From an optimization exercise on the open Yosys and OpenROAD flow, aimed at small area and a short achievable clock period; shortcuts taken in it are not production practice.
No run shown here included a check of the RTL's function; only the layout flow was run.
Power and IR drop assume default switching activity.

**flow/config.mk**
```make
export PLATFORM = sky130hd
export DESIGN_NAME = pipelined_multiplier
export DESIGN_NICKNAME = pipelined_multiplier
export VERILOG_FILES = /design/flow/design.v
export SDC_FILE = /design/flow/constraint.sdc
export NUM_CORES = 4
export LEC_CHECK = 0
export CAP_MARGIN = 20
export CORE_MARGIN = 2
export CORE_UTILIZATION = 40
export SLEW_MARGIN = 20
```
**flow/constraint.sdc**
```tcl
create_clock -name core_clock -period 4.5 [get_ports {clk}]
set_input_delay 0.9000 -clock core_clock [delete_from_list [all_inputs] [get_ports {clk}]]
set_output_delay 0.9000 -clock core_clock [all_outputs]
set_load 0.01 [all_outputs]
```
**flow/design.v**
```verilog
module pipelined_multiplier (
    input clk,
    input rst,
    input [10:0] n1,
    input [7:0] n2,
    output reg [18:0] product
);
    reg [10:0] a1;
    reg [7:0] b1;
    reg [18:0] x2, y2;
    reg [18:0] p3;
    reg v1, v2, v3;
    wire pp1;
    wire pp2;
    wire pp3;
    wire pp4;
    wire pp5;
    wire pp6;
    wire pp7;
    wire pp8;
    wire pp9;
    wire pp10;
    wire pp11;
    wire pp12;
    wire pp13;
    wire pp14;
    wire pp15;
    wire pp16;
    wire pp17;
    wire pp18;
    wire pp19;
    wire pp20;
    wire pp21;
    wire pp22;
    wire pp23;
    wire pp24;
    wire pp25;
    wire pp26;
    wire pp27;
    wire pp28;
    wire pp29;
    wire pp30;
    wire pp31;
    wire pp32;
    wire pp33;
    wire pp34;
    wire pp35;
    wire pp36;
    wire pp37;
    wire pp38;
    wire pp39;
    wire pp40;
    wire pp41;
    wire pp42;
    wire pp43;
    wire pp44;
    wire pp45;
    wire pp46;
    wire pp47;
    wire pp48;
    wire pp49;
    wire pp50;
    wire pp51;
    wire pp52;
    wire pp53;
    wire pp54;
    wire pp55;
    wire pp56;
    wire pp57;
    wire pp58;
    wire pp59;
    wire pp60;
    wire pp61;
    wire pp62;
    wire pp63;
    wire pp64;
    wire pp65;
    wire pp66;
    wire pp67;
    wire pp68;
    wire pp69;
    wire pp70;
    wire pp71;
    wire pp72;
    wire pp73;
    wire pp74;
    wire pp75;
    wire pp76;
    wire pp77;
    wire pp78;
    wire pp79;
    wire pp80;
    wire pp81;
    wire pp82;
    wire pp83;
    wire pp84;
    wire pp85;
    wire pp86;
    wire pp87;
    wire pp88;
    wire s89;
    wire c90;
    wire s91;
    wire c92;
    wire s93;
    wire c94;
    wire s95;
    wire c96;
    wire s97;
    wire c98;
    wire s99;
    wire c100;
    wire s101;
    wire c102;
    wire s103;
    wire c104;
    wire s105;
    wire c106;
    wire s107;
    wire c108;
    wire s109;
    wire c110;
    wire s111;
    wire c112;
    wire s113;
    wire c114;
    wire s115;
    wire c116;
    wire s117;
    wire c118;
    wire s119;
    wire c120;
    wire s121;
    wire c122;
    wire s123;
    wire c124;
    wire s125;
    wire c126;
    wire s127;
    wire c128;
    wire s129;
    wire c130;
    wire s131;
    wire c132;
    wire s133;
    wire c134;
    wire s135;
    wire c136;
    wire s137;
    wire c138;
    wire s139;
    wire c140;
    wire s141;
    wire c142;
    wire s143;
    wire c144;
    wire s145;
    wire c146;
    wire s147;
    wire c148;
    wire s149;
    wire c150;
    wire s151;
    wire c152;
    wire s153;
    wire c154;
    wire s155;
    wire c156;
    wire s157;
    wire c158;
    wire s159;
    wire c160;
    wire s161;
    wire c162;
    wire s163;
    wire c164;
    wire s165;
    wire c166;
    wire s167;
    wire c168;
    wire s169;
    wire c170;
    wire s171;
    wire c172;
    wire s173;
    wire c174;
    wire s175;
    wire c176;
    wire s177;
    wire c178;
    wire s179;
    wire c180;
    wire s181;
    wire c182;
    wire s183;
    wire c184;
    wire s185;
    wire c186;
    wire s187;
    wire c188;
    wire s189;
    wire c190;
    wire s191;
    wire c192;
    wire s193;
    wire c194;
    wire s195;
    wire c196;
    wire s197;
    wire c198;
    wire s199;
    wire c200;
    wire s201;
    wire c202;
    wire s203;
    wire c204;
    wire s205;
    wire c206;
    wire s207;
    wire c208;
    assign pp1 = a1[0] & b1[0];
    assign pp2 = a1[0] & b1[1];
    assign pp3 = a1[0] & b1[2];
    assign pp4 = a1[0] & b1[3];
    assign pp5 = a1[0] & b1[4];
    assign pp6 = a1[0] & b1[5];
    assign pp7 = a1[0] & b1[6];
    assign pp8 = a1[0] & b1[7];
    assign pp9 = a1[1] & b1[0];
    assign pp10 = a1[1] & b1[1];
    assign pp11 = a1[1] & b1[2];
    assign pp12 = a1[1] & b1[3];
    assign pp13 = a1[1] & b1[4];
    assign pp14 = a1[1] & b1[5];
    assign pp15 = a1[1] & b1[6];
    assign pp16 = a1[1] & b1[7];
    assign pp17 = a1[2] & b1[0];
    assign pp18 = a1[2] & b1[1];
    assign pp19 = a1[2] & b1[2];
    assign pp20 = a1[2] & b1[3];
    assign pp21 = a1[2] & b1[4];
    assign pp22 = a1[2] & b1[5];
    assign pp23 = a1[2] & b1[6];
    assign pp24 = a1[2] & b1[7];
    assign pp25 = a1[3] & b1[0];
    assign pp26 = a1[3] & b1[1];
    assign pp27 = a1[3] & b1[2];
    assign pp28 = a1[3] & b1[3];
    assign pp29 = a1[3] & b1[4];
    assign pp30 = a1[3] & b1[5];
    assign pp31 = a1[3] & b1[6];
    assign pp32 = a1[3] & b1[7];
    assign pp33 = a1[4] & b1[0];
    assign pp34 = a1[4] & b1[1];
    assign pp35 = a1[4] & b1[2];
    assign pp36 = a1[4] & b1[3];
    assign pp37 = a1[4] & b1[4];
    assign pp38 = a1[4] & b1[5];
    assign pp39 = a1[4] & b1[6];
    assign pp40 = a1[4] & b1[7];
    assign pp41 = a1[5] & b1[0];
    assign pp42 = a1[5] & b1[1];
    assign pp43 = a1[5] & b1[2];
    assign pp44 = a1[5] & b1[3];
    assign pp45 = a1[5] & b1[4];
    assign pp46 = a1[5] & b1[5];
    assign pp47 = a1[5] & b1[6];
    assign pp48 = a1[5] & b1[7];
    assign pp49 = a1[6] & b1[0];
    assign pp50 = a1[6] & b1[1];
    assign pp51 = a1[6] & b1[2];
    assign pp52 = a1[6] & b1[3];
    assign pp53 = a1[6] & b1[4];
    assign pp54 = a1[6] & b1[5];
    assign pp55 = a1[6] & b1[6];
    assign pp56 = a1[6] & b1[7];
    assign pp57 = a1[7] & b1[0];
    assign pp58 = a1[7] & b1[1];
    assign pp59 = a1[7] & b1[2];
    assign pp60 = a1[7] & b1[3];
    assign pp61 = a1[7] & b1[4];
    assign pp62 = a1[7] & b1[5];
    assign pp63 = a1[7] & b1[6];
    assign pp64 = a1[7] & b1[7];
    assign pp65 = a1[8] & b1[0];
    assign pp66 = a1[8] & b1[1];
    assign pp67 = a1[8] & b1[2];
    assign pp68 = a1[8] & b1[3];
    assign pp69 = a1[8] & b1[4];
    assign pp70 = a1[8] & b1[5];
    assign pp71 = a1[8] & b1[6];
    assign pp72 = a1[8] & b1[7];
    assign pp73 = a1[9] & b1[0];
    assign pp74 = a1[9] & b1[1];
    assign pp75 = a1[9] & b1[2];
    assign pp76 = a1[9] & b1[3];
    assign pp77 = a1[9] & b1[4];
    assign pp78 = a1[9] & b1[5];
    assign pp79 = a1[9] & b1[6];
    assign pp80 = a1[9] & b1[7];
    assign pp81 = a1[10] & b1[0];
    assign pp82 = a1[10] & b1[1];
    assign pp83 = a1[10] & b1[2];
    assign pp84 = a1[10] & b1[3];
    assign pp85 = a1[10] & b1[4];
    assign pp86 = a1[10] & b1[5];
    assign pp87 = a1[10] & b1[6];
    assign pp88 = a1[10] & b1[7];
    assign s89 = pp10 ^ pp17 ^ pp3;
    assign c90 = (pp10 & pp17) | (pp10 & pp3) | (pp17 & pp3);
    assign s91 = pp11 ^ pp18 ^ pp25;
    assign c92 = (pp11 & pp18) | (pp11 & pp25) | (pp18 & pp25);
    assign s93 = pp4 ^ c90 ^ s91;
    assign c94 = (pp4 & c90) | (pp4 & s91) | (c90 & s91);
    assign s95 = pp12 ^ pp19 ^ pp26;
    assign c96 = (pp12 & pp19) | (pp12 & pp26) | (pp19 & pp26);
    assign s97 = pp33 ^ pp5 ^ c92;
    assign c98 = (pp33 & pp5) | (pp33 & c92) | (pp5 & c92);
    assign s99 = s95 ^ c94 ^ s97;
    assign c100 = (s95 & c94) | (s95 & s97) | (c94 & s97);
    assign s101 = pp13 ^ pp20 ^ pp27;
    assign c102 = (pp13 & pp20) | (pp13 & pp27) | (pp20 & pp27);
    assign s103 = pp34 ^ pp41 ^ pp6;
    assign c104 = (pp34 & pp41) | (pp34 & pp6) | (pp41 & pp6);
    assign s105 = c96 ^ s101 ^ s103;
    assign c106 = (c96 & s101) | (c96 & s103) | (s101 & s103);
    assign s107 = c98 ^ s105 ^ c100;
    assign c108 = (c98 & s105) | (c98 & c100) | (s105 & c100);
    assign s109 = pp14 ^ pp21 ^ pp28;
    assign c110 = (pp14 & pp21) | (pp14 & pp28) | (pp21 & pp28);
    assign s111 = pp35 ^ pp42 ^ pp49;
    assign c112 = (pp35 & pp42) | (pp35 & pp49) | (pp42 & pp49);
    assign s113 = pp7 ^ c102 ^ c104;
    assign c114 = (pp7 & c102) | (pp7 & c104) | (c102 & c104);
    assign s115 = s109 ^ s111 ^ c106;
    assign c116 = (s109 & s111) | (s109 & c106) | (s111 & c106);
    assign s117 = s113 ^ s115 ^ c108;
    assign c118 = (s113 & s115) | (s113 & c108) | (s115 & c108);
    assign s119 = pp15 ^ pp22 ^ pp29;
    assign c120 = (pp15 & pp22) | (pp15 & pp29) | (pp22 & pp29);
    assign s121 = pp36 ^ pp43 ^ pp50;
    assign c122 = (pp36 & pp43) | (pp36 & pp50) | (pp43 & pp50);
    assign s123 = pp57 ^ pp8 ^ c110;
    assign c124 = (pp57 & pp8) | (pp57 & c110) | (pp8 & c110);
    assign s125 = c112 ^ s119 ^ s121;
    assign c126 = (c112 & s119) | (c112 & s121) | (s119 & s121);
    assign s127 = c114 ^ s123 ^ s125;
    assign c128 = (c114 & s123) | (c114 & s125) | (s123 & s125);
    assign s129 = c116 ^ s127 ^ c118;
    assign c130 = (c116 & s127) | (c116 & c118) | (s127 & c118);
    assign s131 = pp16 ^ pp23 ^ pp30;
    assign c132 = (pp16 & pp23) | (pp16 & pp30) | (pp23 & pp30);
    assign s133 = pp37 ^ pp44 ^ pp51;
    assign c134 = (pp37 & pp44) | (pp37 & pp51) | (pp44 & pp51);
    assign s135 = pp58 ^ pp65 ^ c120;
    assign c136 = (pp58 & pp65) | (pp58 & c120) | (pp65 & c120);
    assign s137 = c122 ^ s131 ^ s133;
    assign c138 = (c122 & s131) | (c122 & s133) | (s131 & s133);
    assign s139 = c124 ^ c126 ^ s135;
    assign c140 = (c124 & c126) | (c124 & s135) | (c126 & s135);
    assign s141 = s137 ^ c128 ^ s139;
    assign c142 = (s137 & c128) | (s137 & s139) | (c128 & s139);
    assign s143 = pp24 ^ pp31 ^ pp38;
    assign c144 = (pp24 & pp31) | (pp24 & pp38) | (pp31 & pp38);
    assign s145 = pp45 ^ pp52 ^ pp59;
    assign c146 = (pp45 & pp52) | (pp45 & pp59) | (pp52 & pp59);
    assign s147 = pp66 ^ pp73 ^ c132;
    assign c148 = (pp66 & pp73) | (pp66 & c132) | (pp73 & c132);
    assign s149 = c134 ^ s143 ^ s145;
    assign c150 = (c134 & s143) | (c134 & s145) | (s143 & s145);
    assign s151 = c136 ^ c138 ^ s147;
    assign c152 = (c136 & c138) | (c136 & s147) | (c138 & s147);
    assign s153 = s149 ^ c140 ^ s151;
    assign c154 = (s149 & c140) | (s149 & s151) | (c140 & s151);
    assign s155 = pp32 ^ pp39 ^ pp46;
    assign c156 = (pp32 & pp39) | (pp32 & pp46) | (pp39 & pp46);
    assign s157 = pp53 ^ pp60 ^ pp67;
    assign c158 = (pp53 & pp60) | (pp53 & pp67) | (pp60 & pp67);
    assign s159 = pp74 ^ pp81 ^ c144;
    assign c160 = (pp74 & pp81) | (pp74 & c144) | (pp81 & c144);
    assign s161 = c146 ^ s155 ^ s157;
    assign c162 = (c146 & s155) | (c146 & s157) | (s155 & s157);
    assign s163 = c148 ^ c150 ^ s159;
    assign c164 = (c148 & c150) | (c148 & s159) | (c150 & s159);
    assign s165 = s161 ^ c152 ^ s163;
    assign c166 = (s161 & c152) | (s161 & s163) | (c152 & s163);
    assign s167 = pp40 ^ pp47 ^ pp54;
    assign c168 = (pp40 & pp47) | (pp40 & pp54) | (pp47 & pp54);
    assign s169 = pp61 ^ pp68 ^ pp75;
    assign c170 = (pp61 & pp68) | (pp61 & pp75) | (pp68 & pp75);
    assign s171 = pp82 ^ c156 ^ c158;
    assign c172 = (pp82 & c156) | (pp82 & c158) | (c156 & c158);
    assign s173 = s167 ^ s169 ^ c160;
    assign c174 = (s167 & s169) | (s167 & c160) | (s169 & c160);
    assign s175 = c162 ^ s171 ^ c164;
    assign c176 = (c162 & s171) | (c162 & c164) | (s171 & c164);
    assign s177 = s173 ^ s175 ^ c166;
    assign c178 = (s173 & s175) | (s173 & c166) | (s175 & c166);
    assign s179 = pp48 ^ pp55 ^ pp62;
    assign c180 = (pp48 & pp55) | (pp48 & pp62) | (pp55 & pp62);
    assign s181 = pp69 ^ pp76 ^ pp83;
    assign c182 = (pp69 & pp76) | (pp69 & pp83) | (pp76 & pp83);
    assign s183 = c168 ^ c170 ^ s179;
    assign c184 = (c168 & c170) | (c168 & s179) | (c170 & s179);
    assign s185 = s181 ^ c172 ^ s183;
    assign c186 = (s181 & c172) | (s181 & s183) | (c172 & s183);
    assign s187 = c174 ^ s185 ^ c176;
    assign c188 = (c174 & s185) | (c174 & c176) | (s185 & c176);
    assign s189 = pp56 ^ pp63 ^ pp70;
    assign c190 = (pp56 & pp63) | (pp56 & pp70) | (pp63 & pp70);
    assign s191 = pp77 ^ pp84 ^ c180;
    assign c192 = (pp77 & pp84) | (pp77 & c180) | (pp84 & c180);
    assign s193 = c182 ^ s189 ^ c184;
    assign c194 = (c182 & s189) | (c182 & c184) | (s189 & c184);
    assign s195 = s191 ^ c186 ^ s193;
    assign c196 = (s191 & c186) | (s191 & s193) | (c186 & s193);
    assign s197 = pp64 ^ pp71 ^ pp78;
    assign c198 = (pp64 & pp71) | (pp64 & pp78) | (pp71 & pp78);
    assign s199 = pp85 ^ c190 ^ s197;
    assign c200 = (pp85 & c190) | (pp85 & s197) | (c190 & s197);
    assign s201 = c192 ^ s199 ^ c194;
    assign c202 = (c192 & s199) | (c192 & c194) | (s199 & c194);
    assign s203 = pp72 ^ pp79 ^ pp86;
    assign c204 = (pp72 & pp79) | (pp72 & pp86) | (pp79 & pp86);
    assign s205 = c198 ^ s203 ^ c200;
    assign c206 = (c198 & s203) | (c198 & c200) | (s203 & c200);
    assign s207 = pp80 ^ pp87 ^ c204;
    assign c208 = (pp80 & pp87) | (pp80 & c204) | (pp87 & c204);
    wire [18:0] xa = {1'b0, pp88, c206, c202, c196, c188, c178, s177, c154, c142, c130, s129, s117, s107, s99, s93, s89, pp2, pp1};
    wire [18:0] xb = {1'b0, c208, s207, s205, s201, s195, s187, 1'b0, s165, s153, s141, 1'b0, 1'b0, 1'b0, 1'b0, 1'b0, 1'b0, pp9, 1'b0};
    always @(posedge clk) begin
        a1 <= n1;
        b1 <= n2;
        x2 <= xa;
        y2 <= xb;
        p3 <= x2 + y2;
    end
    always @(posedge clk or posedge rst) begin
        if (rst) begin
            v1 <= 1'b0;
            v2 <= 1'b0;
            v3 <= 1'b0;
        end else begin
            v1 <= 1'b1;
            v2 <= v1;
            v3 <= v2;
        end
    end
    always @(posedge clk or posedge rst) begin
        if (rst)
            product <= 19'b0;
        else
            product <= p3 & {19{v3}};
    end
endmodule
```
**flow/run.sh**
```bash
#!/bin/bash
# synth_recipe.tcl (not shown) runs the flow's synth.tcl, then flattens the netlist and writes it again
# the make line also repeats each setting of config.mk as NAME=value (left out here)
make -C /OpenROAD-flow-scripts/flow DESIGN_CONFIG=/design/flow/config.mk WORK_HOME=/design/flow/orfs CLKGATE_MAP_FILE= SYNTH_SCRIPT=/design/flow/synth_recipe.tcl finish
```
==> impl_results.md, run 1 <==
* Vias in the first global route at 2,783
* CP required at 4.72 ns
* Congestion Overflow GR at 0
* Clock power frac at 27.5%
* Synth Area in Compound Gates at 4.293%
* Initial DRC Count at 66
* Sequential share of the synthesized area at 40.91%
* Synth Warn # at 1
* Wire length per cell at 13.04 um
* Gpl congestion at 0.8502
* Slew @ Worst Pin at 0.7780 ns
* XOR/XNOR share of the synthesized area at 2.297%
* Vias at 2,658
* Area Overhead vs Synth at 18.05%
* Sequential fraction of design power at 39.9%
* Worst relative slew slack at 48.07%
* Combinational share of power at 32.5%
* Critical path launch point type: flop
* VDD IR-drop max at 0.0001777 V
* Synth Cell Area at 4576 um2
* CTS Buffer Depth at 2
* Core Area at 11,270 um2
* CP arrival at 3.44 ns
* TritonCTS buffer count at 9
* Nets at 543
* Clock Latency Late Sink at 0.35 ns
* Sw frac at 31.52%
* Final Max Slew Viols at 0
* Cells after synthesis at 412
* Number of routed nets with antenna violations at 0
* CP Capture Type: flop
* Final cell count without fillers at 599
* # hold bufs at CTS at 0
* Total track usage at 14.01%
* Initial core utilization at 40.59%
* Post-synthesis mux area share at 0.2188%
* Synth unique cells at 36
* Die width at 111.0 um
* Fin. Hold Viols at 0
* Setup CP Type: reg -> reg
* Layout cell share with drive strength beyond 1 at 4.167%
* Tmin final at 3.220 ns
* Fill cell count at 1,042
* Max Freq at 310.5 MHz
* Setup TNS Final at 0 ns
* Hpwl dp at 6.068 mm
* CTS tree: done
* Post-Synth Simple-Gate Area at 16.95%
* # placed instances at 583
* N_diodes at 0
* Largest family of logic cells by synthesized area: adder cells
* Cts repair resizes at 0
* Final setup fails at 0
* DIE AREA at 12,310 um2
* Clock Pin Slew Worst Setup and Hold Paths at 0.06 ns
* Hold crit path type: reg -> reg
* Number of buffers inserted by port buffering at 39
* First-pass DRT Iterations at 4
* Slowest cell on crit path: dfxtp_1
* Register bit count reported by yosys at 88
* RSZ-0062 raised after global routing: no
* Routed vias/inst at 4.437
* Antenna violations before repair at 0
* Leak at 2.465 nW
* # DRC at 0
* Die Span Y at 111.0 um
* CP max stage delay at 0.52 ns
* Final period utilization at 71.56%
* Io pins at 40
* Clk root buf: clkbuf_16
* Critical-path cell list: and2_1 -> fa_1 -> fa_1 -> fa_1 -> inv_1 -> fa_1 -> inv_1 -> fa_1 -> fa_1
* # clock sinks at 88
* Cell Pwr Density at 505.4 nW/um2
* CP most frequent cell: fa_1
* Worst-path maximum fanout at 11
* Setup Buffers After CTS at 0
* CTS H-Tree Depth at 3
* Post-Syn Nets at 504
* Setup Skew at 0.006674 ns
* Max-Cap Viols at 0
* Largest net degree at the start of global routing at 23
* Routed WL at 7.809 mm
* Sw Pwr at 860.5 uW
* Cell-internal power at 1.869 mW
* Outcome: no timing/DRC/antenna violations
* First-pass GRT wire length at 13.53 mm
* Adder-cell area share of the yosys netlist at 29.26%
* # rows at 39
* Syn avg cell area at 11.11 um2
per-stage QoR:
step	worst slack [ns]	power [mW]	instance area [um2]	hold WS, ns	util, %
3_3_place_gp	1.384	1.968	5100	0.3166	45.24
2_1_floorplan	1.461	1.744	4576	0.3096	-
3_5_place_dp	1.298	2.007	5100	0.3266	45.24
5_1_grt	1.169	2.948	5401	0.3401	47.92
6_report	1.280	2.730	5401	0.3390	47.92
4_1_cts	1.283	2.773	5401	0.3378	47.92
worst max-delay path, delay by kind of cell (launching register included):
| family | cells | cell delay (ns) |
|---|---|---|
| adder cells (fa/ha/maj) | 6 | 2.24 |
| buffers and inverters | 2 | 0.13 |
| flip-flops | 1 | 0.52 |
| AND/OR/NAND/NOR | 1 | 0.21 |
kinds of logic (layout without fill, tap and decap cells):
logic type / Yosys count / in the layout
other: 1 / 1
DFF: 88 / 88
adders and majority gates: 71 / 71
xor gates and xnor gates: 12 / 12
muxes: 1 / 1
buffers and inverters: 72 / 116
AOI/OAI and AO/OA: 28 / 28
and+or+nand+nor: 139 / 139
worst paths after layout:
kind | start | end | slack, ns | cells past startpoint
worst min-delay path | x2[0] | p3[0] | 0.34 | 0
min in group asynchronous | rst | product[7] | 1.01 | 2
worst min register to register | x2[0] | p3[0] | 0.34 | 0
worst max register to register | b1[1] | x2[7] | 1.28 | 9
max in group asynchronous | rst | product[16] | 3.00 | 2
worst max-delay path | b1[1] | x2[7] | 1.28 | 9
area by class of cell:
type,count,area (um2),share of cell area (%)
Clock buffer,9,225.2,4.170
Clock inverter,7,76.32,1.413
Inverter,61,229.0,4.239
Multi-Input combinational cell,252,2430,44.98
Sequential cell,88,1872,34.65
Tap cell,143,178.9,3.312
Timing Repair Buffer,39,390.4,7.227
routing by layer:
| layer | GRT usage, % | vias to the layer above | share of wire (%) |
|---|---|---|---|
| li1 | - | 1337 | - |
| met2 | 22.54 | 47 | 48 |
| met1 | 18.09 | 1262 | 47 |
| met3 | 3.116 | 12 | 3.4 |
| met4 | 6.583 | 0 | 1.9 |
| met5 | 0 | - | 0 |
synth_stat cells:
cell,count,area share (%)
and2_1,82,11
dfxtp_1,66,29
inv_1,61,5.0
fa_1,60,26
nand2_1,32,2.6
dfrtp_1,22,12
ha_1,11,3.0
clkbuf_1,10,0.82
nand3_1,9,0.98
a21oi_1,8,0.88
xnor2_1,8,1.5
nor2_1,5,0.41
xor2_1,4,0.77
a211oi_1,3,0.49
nand4_1,3,0.41
o21ai_0,3,0.33
o21bai_1,3,0.49
a21o_1,2,0.33
a221oi_1,2,0.38
nor3_1,2,0.22
a21boi_0,1,0.16
a311oi_2,1,0.33
a31oi_1,1,0.14
and2_4,1,0.19
and3_1,1,0.14
and4_1,1,0.19
buf_4,1,0.16
conb_1,1,0.082
mux2i_1,1,0.22
nand4b_1,1,0.19
o2111ai_1,1,0.19
o211a_1,1,0.22
o211ai_1,1,0.16
o311ai_0,1,0.19
or3_1,1,0.14
or3b_4,1,0.25
state kept, by name, indices dropped and copies added (netlist names):
register  flops
v3            1
y2           10
x2           18
v2            1
v1            1
p3           19
b1            8
product      19
a1           11
layout by cell type (no fill, tap or decap), types with 9 or more instances in the layout:
master,Yosys,final
and2_1,82,82
dfxtp_1,66,66
inv_1,61,61
fa_1,60,60
clkdlybuf4s50_1,0,39
nand2_1,32,32
dfrtp_1,22,22
ha_1,11,11
nand3_1,9,9
clkbuf_16,0,9
power groups by stage:
| stage | clock, mW | combinational, mW | sequential [mW] |
|---|---|---|---|
| 5_1_grt | 0.819 | 1.01 | 1.12 |
| 3_3_place_gp | 0 | 0.863 | 1.10 |
| 6_report | 0.752 | 0.888 | 1.09 |
| 4_1_cts | 0.777 | 0.902 | 1.09 |
| 2_1_floorplan | 0 | 0.645 | 1.10 |
| 3_5_place_dp | 0 | 0.896 | 1.11 |
==> run 2, diff against run 1 <==
--- a/flow/design.v
+++ b/flow/design.v
@@ -5,11 +5,10 @@
     input [7:0] n2,
     output reg [18:0] product
 );
-    reg [10:0] a1;
-    reg [7:0] b1;
-    reg [18:0] x2, y2;
-    reg [18:0] p3;
+    reg [10:0] a1, a2, a3;
+    reg [7:0] b1, b2, b3;
     reg v1, v2, v3;
+    wire [7:0] b3g = b3 & {8{v3}};
     wire pp1;
     wire pp2;
     wire pp3;
@@ -218,94 +217,94 @@
     wire c206;
     wire s207;
     wire c208;
-    assign pp1 = a1[0] & b1[0];
-    assign pp2 = a1[0] & b1[1];
-    assign pp3 = a1[0] & b1[2];
-    assign pp4 = a1[0] & b1[3];
-    assign pp5 = a1[0] & b1[4];
-    assign pp6 = a1[0] & b1[5];
-    assign pp7 = a1[0] & b1[6];
-    assign pp8 = a1[0] & b1[7];
-    assign pp9 = a1[1] & b1[0];
-    assign pp10 = a1[1] & b1[1];
-    assign pp11 = a1[1] & b1[2];
-    assign pp12 = a1[1] & b1[3];
-    assign pp13 = a1[1] & b1[4];
-    assign pp14 = a1[1] & b1[5];
-    assign pp15 = a1[1] & b1[6];
-    assign pp16 = a1[1] & b1[7];
-    assign pp17 = a1[2] & b1[0];
-    assign pp18 = a1[2] & b1[1];
-    assign pp19 = a1[2] & b1[2];
-    assign pp20 = a1[2] & b1[3];
-    assign pp21 = a1[2] & b1[4];
-    assign pp22 = a1[2] & b1[5];
-    assign pp23 = a1[2] & b1[6];
-    assign pp24 = a1[2] & b1[7];
-    assign pp25 = a1[3] & b1[0];
-    assign pp26 = a1[3] & b1[1];
-    assign pp27 = a1[3] & b1[2];
-    assign pp28 = a1[3] & b1[3];
-    assign pp29 = a1[3] & b1[4];
-    assign pp30 = a1[3] & b1[5];
-    assign pp31 = a1[3] & b1[6];
-    assign pp32 = a1[3] & b1[7];
-    assign pp33 = a1[4] & b1[0];
-    assign pp34 = a1[4] & b1[1];
-    assign pp35 = a1[4] & b1[2];
-    assign pp36 = a1[4] & b1[3];
-    assign pp37 = a1[4] & b1[4];
-    assign pp38 = a1[4] & b1[5];
-    assign pp39 = a1[4] & b1[6];
-    assign pp40 = a1[4] & b1[7];
-    assign pp41 = a1[5] & b1[0];
-    assign pp42 = a1[5] & b1[1];
-    assign pp43 = a1[5] & b1[2];
-    assign pp44 = a1[5] & b1[3];
-    assign pp45 = a1[5] & b1[4];
-    assign pp46 = a1[5] & b1[5];
-    assign pp47 = a1[5] & b1[6];
-    assign pp48 = a1[5] & b1[7];
-    assign pp49 = a1[6] & b1[0];
-    assign pp50 = a1[6] & b1[1];
-    assign pp51 = a1[6] & b1[2];
-    assign pp52 = a1[6] & b1[3];
-    assign pp53 = a1[6] & b1[4];
-    assign pp54 = a1[6] & b1[5];
-    assign pp55 = a1[6] & b1[6];
-    assign pp56 = a1[6] & b1[7];
-    assign pp57 = a1[7] & b1[0];
-    assign pp58 = a1[7] & b1[1];
-    assign pp59 = a1[7] & b1[2];
-    assign pp60 = a1[7] & b1[3];
-    assign pp61 = a1[7] & b1[4];
-    assign pp62 = a1[7] & b1[5];
-    assign pp63 = a1[7] & b1[6];
-    assign pp64 = a1[7] & b1[7];
-    assign pp65 = a1[8] & b1[0];
-    assign pp66 = a1[8] & b1[1];
-    assign pp67 = a1[8] & b1[2];
-    assign pp68 = a1[8] & b1[3];
-    assign pp69 = a1[8] & b1[4];
-    assign pp70 = a1[8] & b1[5];
-    assign pp71 = a1[8] & b1[6];
-    assign pp72 = a1[8] & b1[7];
-    assign pp73 = a1[9] & b1[0];
-    assign pp74 = a1[9] & b1[1];
-    assign pp75 = a1[9] & b1[2];
-    assign pp76 = a1[9] & b1[3];
-    assign pp77 = a1[9] & b1[4];
-    assign pp78 = a1[9] & b1[5];
-    assign pp79 = a1[9] & b1[6];
-    assign pp80 = a1[9] & b1[7];
-    assign pp81 = a1[10] & b1[0];
-    assign pp82 = a1[10] & b1[1];
-    assign pp83 = a1[10] & b1[2];
-    assign pp84 = a1[10] & b1[3];
-    assign pp85 = a1[10] & b1[4];
-    assign pp86 = a1[10] & b1[5];
-    assign pp87 = a1[10] & b1[6];
-    assign pp88 = a1[10] & b1[7];
+    assign pp1 = a3[0] & b3g[0];
+    assign pp2 = a3[0] & b3g[1];
+    assign pp3 = a3[0] & b3g[2];
+    assign pp4 = a3[0] & b3g[3];
+    assign pp5 = a3[0] & b3g[4];
+    assign pp6 = a3[0] & b3g[5];
+    assign pp7 = a3[0] & b3g[6];
+    assign pp8 = a3[0] & b3g[7];
+    assign pp9 = a3[1] & b3g[0];
+    assign pp10 = a3[1] & b3g[1];
+    assign pp11 = a3[1] & b3g[2];
+    assign pp12 = a3[1] & b3g[3];
+    assign pp13 = a3[1] & b3g[4];
+    assign pp14 = a3[1] & b3g[5];
+    assign pp15 = a3[1] & b3g[6];
+    assign pp16 = a3[1] & b3g[7];
+    assign pp17 = a3[2] & b3g[0];
+    assign pp18 = a3[2] & b3g[1];
+    assign pp19 = a3[2] & b3g[2];
+    assign pp20 = a3[2] & b3g[3];
+    assign pp21 = a3[2] & b3g[4];
+    assign pp22 = a3[2] & b3g[5];
+    assign pp23 = a3[2] & b3g[6];
+    assign pp24 = a3[2] & b3g[7];
+    assign pp25 = a3[3] & b3g[0];
+    assign pp26 = a3[3] & b3g[1];
+    assign pp27 = a3[3] & b3g[2];
+    assign pp28 = a3[3] & b3g[3];
+    assign pp29 = a3[3] & b3g[4];
+    assign pp30 = a3[3] & b3g[5];
+    assign pp31 = a3[3] & b3g[6];
+    assign pp32 = a3[3] & b3g[7];
+    assign pp33 = a3[4] & b3g[0];
+    assign pp34 = a3[4] & b3g[1];
+    assign pp35 = a3[4] & b3g[2];
+    assign pp36 = a3[4] & b3g[3];
+    assign pp37 = a3[4] & b3g[4];
+    assign pp38 = a3[4] & b3g[5];
+    assign pp39 = a3[4] & b3g[6];
+    assign pp40 = a3[4] & b3g[7];
+    assign pp41 = a3[5] & b3g[0];
+    assign pp42 = a3[5] & b3g[1];
+    assign pp43 = a3[5] & b3g[2];
+    assign pp44 = a3[5] & b3g[3];
+    assign pp45 = a3[5] & b3g[4];
+    assign pp46 = a3[5] & b3g[5];
+    assign pp47 = a3[5] & b3g[6];
+    assign pp48 = a3[5] & b3g[7];
+    assign pp49 = a3[6] & b3g[0];
+    assign pp50 = a3[6] & b3g[1];
+    assign pp51 = a3[6] & b3g[2];
+    assign pp52 = a3[6] & b3g[3];
+    assign pp53 = a3[6] & b3g[4];
+    assign pp54 = a3[6] & b3g[5];
+    assign pp55 = a3[6] & b3g[6];
+    assign pp56 = a3[6] & b3g[7];
+    assign pp57 = a3[7] & b3g[0];
+    assign pp58 = a3[7] & b3g[1];
+    assign pp59 = a3[7] & b3g[2];
+    assign pp60 = a3[7] & b3g[3];
+    assign pp61 = a3[7] & b3g[4];
+    assign pp62 = a3[7] & b3g[5];
+    assign pp63 = a3[7] & b3g[6];
+    assign pp64 = a3[7] & b3g[7];
+    assign pp65 = a3[8] & b3g[0];
+    assign pp66 = a3[8] & b3g[1];
+    assign pp67 = a3[8] & b3g[2];
+    assign pp68 = a3[8] & b3g[3];
+    assign pp69 = a3[8] & b3g[4];
+    assign pp70 = a3[8] & b3g[5];
+    assign pp71 = a3[8] & b3g[6];
+    assign pp72 = a3[8] & b3g[7];
+    assign pp73 = a3[9] & b3g[0];
+    assign pp74 = a3[9] & b3g[1];
+    assign pp75 = a3[9] & b3g[2];
+    assign pp76 = a3[9] & b3g[3];
+    assign pp77 = a3[9] & b3g[4];
+    assign pp78 = a3[9] & b3g[5];
+    assign pp79 = a3[9] & b3g[6];
+    assign pp80 = a3[9] & b3g[7];
+    assign pp81 = a3[10] & b3g[0];
+    assign pp82 = a3[10] & b3g[1];
+    assign pp83 = a3[10] & b3g[2];
+    assign pp84 = a3[10] & b3g[3];
+    assign pp85 = a3[10] & b3g[4];
+    assign pp86 = a3[10] & b3g[5];
+    assign pp87 = a3[10] & b3g[6];
+    assign pp88 = a3[10] & b3g[7];
     assign s89 = pp10 ^ pp17 ^ pp3;
     assign c90 = (pp10 & pp17) | (pp10 & pp3) | (pp17 & pp3);
     assign s91 = pp11 ^ pp18 ^ pp25;
@@ -429,11 +428,9 @@
     wire [18:0] xa = {1'b0, pp88, c206, c202, c196, c188, c178, s177, c154, c142, c130, s129, s117, s107, s99, s93, s89, pp2, pp1};
     wire [18:0] xb = {1'b0, c208, s207, s205, s201, s195, s187, 1'b0, s165, s153, s141, 1'b0, 1'b0, 1'b0, 1'b0, 1'b0, 1'b0, pp9, 1'b0};
     always @(posedge clk) begin
-        a1 <= n1;
-        b1 <= n2;
-        x2 <= xa;
-        y2 <= xb;
-        p3 <= x2 + y2;
+        a1 <= n1; b1 <= n2;
+        a2 <= a1; b2 <= b1;
+        a3 <= a2; b3 <= b2;
     end
     always @(posedge clk or posedge rst) begin
         if (rst) begin
@@ -450,6 +447,6 @@
         if (rst)
             product <= 19'b0;
         else
-            product <= p3 & {19{v3}};
+            product <= xa + xb;
     end
 endmodule
==> run 2 against run 1 <==
Compared with the run above: highest routed layer unchanged; global-route usage up 1.7 points; worst hold slack worse by 0.023 ns; clock skew up 0.0070 ns; still clean; largest cell class unchanged; clock power down 34%; final area up 3.9%; combinational power down about 10%; setup slack worse by 1.2 ns; synthesized cell count down 2.7%; non-clock buffer count up 42; die area down 4.6%.
==> impl_results.md, run 2 <==
* Die Span Y at 108.4 um (was 111.0 um)
* Slew @ Worst Pin at 0.8133 ns (was 0.7780 ns)
* Register area at 1693 um2 (was 1872 um2)
* Io pins at 40 (unchanged)
* Setup Skew at 0.01365 ns (was 0.006674 ns)
* Synth top area share at 27.56% (was 28.88%)
* Cell Pwr Density at 377.7 nW/um2 (was 505.4 nW/um2)
* Final cell count without fillers at 622 (was 599)
* CTS Buffer Depth at 2 (unchanged)
* CTS H-Tree Depth at 3 (unchanged)
* Worst-path maximum fanout at 5 (was 11)
* Vias at 3,015 (was 2,658)
* Commonest cells after routing, fill and taps aside: inv_1, dfxtp_1, and3_1, fa_1, clkdlybuf4s50_1 (was and2_1, dfxtp_1, inv_1, fa_1, clkdlybuf4s50_1)
* TritonCTS buffer count at 9 (unchanged)
* Hpwl dp at 6.293 mm (was 6.068 mm)
* N_diodes at 0 (unchanged)
* Post-Syn Nets at 493 (was 504)
* # placed instances at 594 (was 583)
* RSZ-0062 raised after global routing: yes (was no)
* R2R depth at 13 (was 9)
* Total power at 2.120 mW (was 2.730 mW)
* Wire length per cell at 14.17 um (was 13.04 um)
* # DRC at 0 (unchanged)
* Layout cell share with drive strength beyond 1 at 20.75% (was 4.167%)
* Fin. Hold Viols at 0 (unchanged)
* Synth Warn # at 1 (unchanged)
* Clock Latency Late Sink at 0.37 ns (was 0.35 ns)
* Sequential share of the synthesized area at 38.82% (was 40.91%)
* DIE AREA at 11,750 um2 (was 12,310 um2)
* Async S/R FF share, synth at 27.85% (was 25.00%)
* Core Area at 10,750 um2 (was 11,270 um2)
* Total track usage at 15.70% (was 14.01%)
* Hold crit path type: reg -> reg (unchanged)
* Area leader, netlist: fa_1 (was dfxtp_1)
* Final period utilization at 98.19% (was 71.56%)
* Most common cell in the netlist: inv_1 (was and2_1)
* CP Capture Type: flop (unchanged)
* Routed WL at 8.812 mm (was 7.809 mm)
* # rows at 38 (was 39)
* Worst relative slew slack at 45.72% (was 48.07%)
* Max reg flops at 19
* CTS tree: done (unchanged)
* Gpl congestion at 0.9136 (was 0.8502)
* Multi-input gate area at 2492 um2 (was 2430 um2)
* Number of buffers inserted by port buffering at 39 (unchanged)
* Post-synth EDFFs at 0 (unchanged)
* VDD IR-drop max at 0.0001551 V (was 0.0001777 V)
* Cells after synthesis at 401 (was 412)
* Largest reg by FF count: product
* # hold bufs at CTS at 0 (unchanged)
* Register bit count reported by yosys at 79 (was 88)
* Largest net degree at the start of global routing at 40 (was 23)
* CP arrival at 4.69 ns (was 3.44 ns)
* Synth area leaders: fa_1, dfxtp_1, dfrtp_1, and3_1, inv_1 (was dfxtp_1, fa_1, dfrtp_1, and2_1, inv_1)
* Max Freq at 226.3 MHz (was 310.5 MHz)
* Initial DRC Count at 210 (was 66)
* Most common cell after layout, fill and taps aside: inv_1 (was and2_1)
* First-pass DRT Iterations at 4 (unchanged)
* Congestion Overflow GR at 0 (unchanged)
* Leak at 2.668 nW (was 2.465 nW)
* Post-synth top flop: dfxtp_1 (unchanged)
* Critical path launch point type: flop (unchanged)
* Outcome: no timing/DRC/antenna violations (unchanged)
* Syn avg cell area at 10.87 um2 (was 11.11 um2)
* # clock sinks at 79 (was 88)
* Number of routed nets with antenna violations at 0 (unchanged)
* Synth cell count leaders: inv_1, fa_1, and3_1, dfxtp_1, dfrtp_1 (was and2_1, dfxtp_1, inv_1, fa_1, nand2_1)
* Routed vias/inst at 4.847 (was 4.437)
* Tmin final at 4.418 ns (was 3.220 ns)
* Clk root buf: clkbuf_8 (was clkbuf_16)
* Area Overhead vs Synth at 28.77% (was 18.05%)
* Synth Cell Area at 4358 um2 (was 4576 um2)
* Final Max Slew Viols at 0 (unchanged)
* Clock Pin Slew Worst Setup and Hold Paths at 0.10 ns (was 0.06 ns)
* Vias in the first global route at 3,027 (was 2,783)
* Cells on Worst Hold Path at 0 (unchanged)
* First-pass GRT wire length at 13.94 mm (was 13.53 mm)
* Min Hold Slack at 0.3157 ns (was 0.3390 ns)
* Fill cell count at 985 (was 1,042)
* Antenna violations before repair at 0 (unchanged)
* Die width at 108.4 um (was 111.0 um)
* Synth unique cells at 39 (was 36)
* Nets at 569 (was 543)
* Setup CP Type: reg -> reg (unchanged)
* Final setup fails at 0 (unchanged)
* CP required at 4.77 ns (was 4.72 ns)
* Max-Cap Viols at 0 (unchanged)
* Initial core utilization at 40.56% (was 40.59%)
==> run 2: changes by cell type after synthesis, moves of 4 or more <==
| cell | change |
|---|---|
| and2_1 | -79 |
| and3_1 | +56 |
| clkbuf_1 | +4 |
| dfxtp_1 | -9 |
| inv_1 | +8 |
| nand2_1 | -13 |
| nand3_1 | +12 |
| nor2_1 | +5 |
==> run 2: final cells by class <==
| type | instances | area share, % |
|---|---|---|
| multi-input combinational | 237 | 44.41 |
| sequential | 79 | 30.17 |
| timing repair buffer | 81 | 14.54 |
| inverter | 69 | 4.615 |
| tap | 140 | 3.122 |
| clock buffer | 9 | 2.207 |
| clock inverter | 7 | 0.9365 |
==> run 2: cell families (layout without fill, tap and decap cells) <==
group                    after synthesis  in the layout  synth area share [%]
AND/OR/NAND/NOR                      128            128                 16.51
buffers and inverters                 85            166                 7.350
flip-flops                            79             79                 38.82
adder cells (fa/ha/maj)               71             71                 30.72
AO/OA/AOI/OAI                         23             23                 3.618
XOR/XNOR                              12             12                 2.412
multiplexers                           2              2                0.4881
other                                  1              1               0.08605
==> run 2: worst paths after layout <==
path / from / endpoint / slack (ns)
worst min register to register: b2[7] / b3[7] / 0.32
min in group asynchronous: rst / product[10] / 0.98
worst max-delay path: v3 / product[12] / 0.08
worst min-delay path: b2[7] / b3[7] / 0.32
worst max register to register: v3 / product[12] / 0.08
max in group asynchronous: rst / v3 / 2.96
==> run 2: power breakdown <==
part           total (mW)  internal [mW]  switching, mW
registers           0.825          0.791         0.0349
logic               0.799          0.424          0.376
clock network       0.495          0.207          0.288
total                2.12           1.42          0.698
==> run 2: metrics by stage <==
step	utilization, %	TNS [ns]	setup slack [ns]	instance area [um2]
after global placement	47.48	0	0.02334	5102
final	52.22	0	0.08167	5612
after global routing	52.22	-0.2111	-0.06784	5612
after detailed placement	47.48	-0.1052	-0.1052	5102
after floorplan	-	0	0.0004889	4363
after CTS	49.21	0	0.01083	5288
==> run 2: per-layer routing <==
metal / vias up / part of all wire, % / GRT usage, %
met1: 1453 / 43 / 19.82
met4: 0 / 2.3 / 7.509
met5: - / 0 / 0
met2: 106 / 49 / 25.34
met3: 15 / 5.4 / 3.858
li1: 1441 / - / -
==> run 2: what timing repair did <==
item                                    4_1_cts  5_1_grt
cloned                                        0        5
buffers inserted                              0        7
pin swaps                                     0       30
gates resized for setup                       3       45
endpoints found under the setup margin        1        7
==> run 2: worst max-delay path, stage by stage, from the launching register on <==
cell       delay (ns)
dfrtp_2          0.49
buf_6            0.15
clkbuf_16        0.14
and3_4           0.17
fa_1             0.48
fa_2             0.40
inv_2            0.06
fa_1             0.40
fa_2             0.36
fa_1             0.48
or3b_4           0.45
or3_4            0.34
a311o_1          0.28
xnor2_1          0.12

[port drivers added, routing unchanged]
How much do the figures lean on ideal ports? The routed layouts below were timed once more, with nothing changed but the port constraints.
Step 1 sets driving cells, clkbuf_16 on the clock port and buf_2 on the other inputs (assumed; they add their load-dependent delay and slew).
Step 2 adds t to the input delays and takes it off the output delays; t is the mean of the earliest and latest rising clock arrival at the registers after step 1. Input paths then give back, and output paths get back, about the clock's delay inside the block.
Slacks: no drivers / after step 1 / after step 2; pairs: no drivers / after step 1.
| run | t (ns) | setup slack, ns | worst setup path after step 2 | clock arrival spread, ns | pins driven straight from the clock port |
|---|---|---|---|---|---|
| run 1 | 0.376 | 1.280 / 1.280 / 1.280 | register to register | 0.008 / 0.008 | 1 |
| run 2 | 0.399 | 0.082 / 0.082 / 0.082 | register to register | 0.014 / 0.014 | 1 |
After both steps every run listed still meets setup and hold.
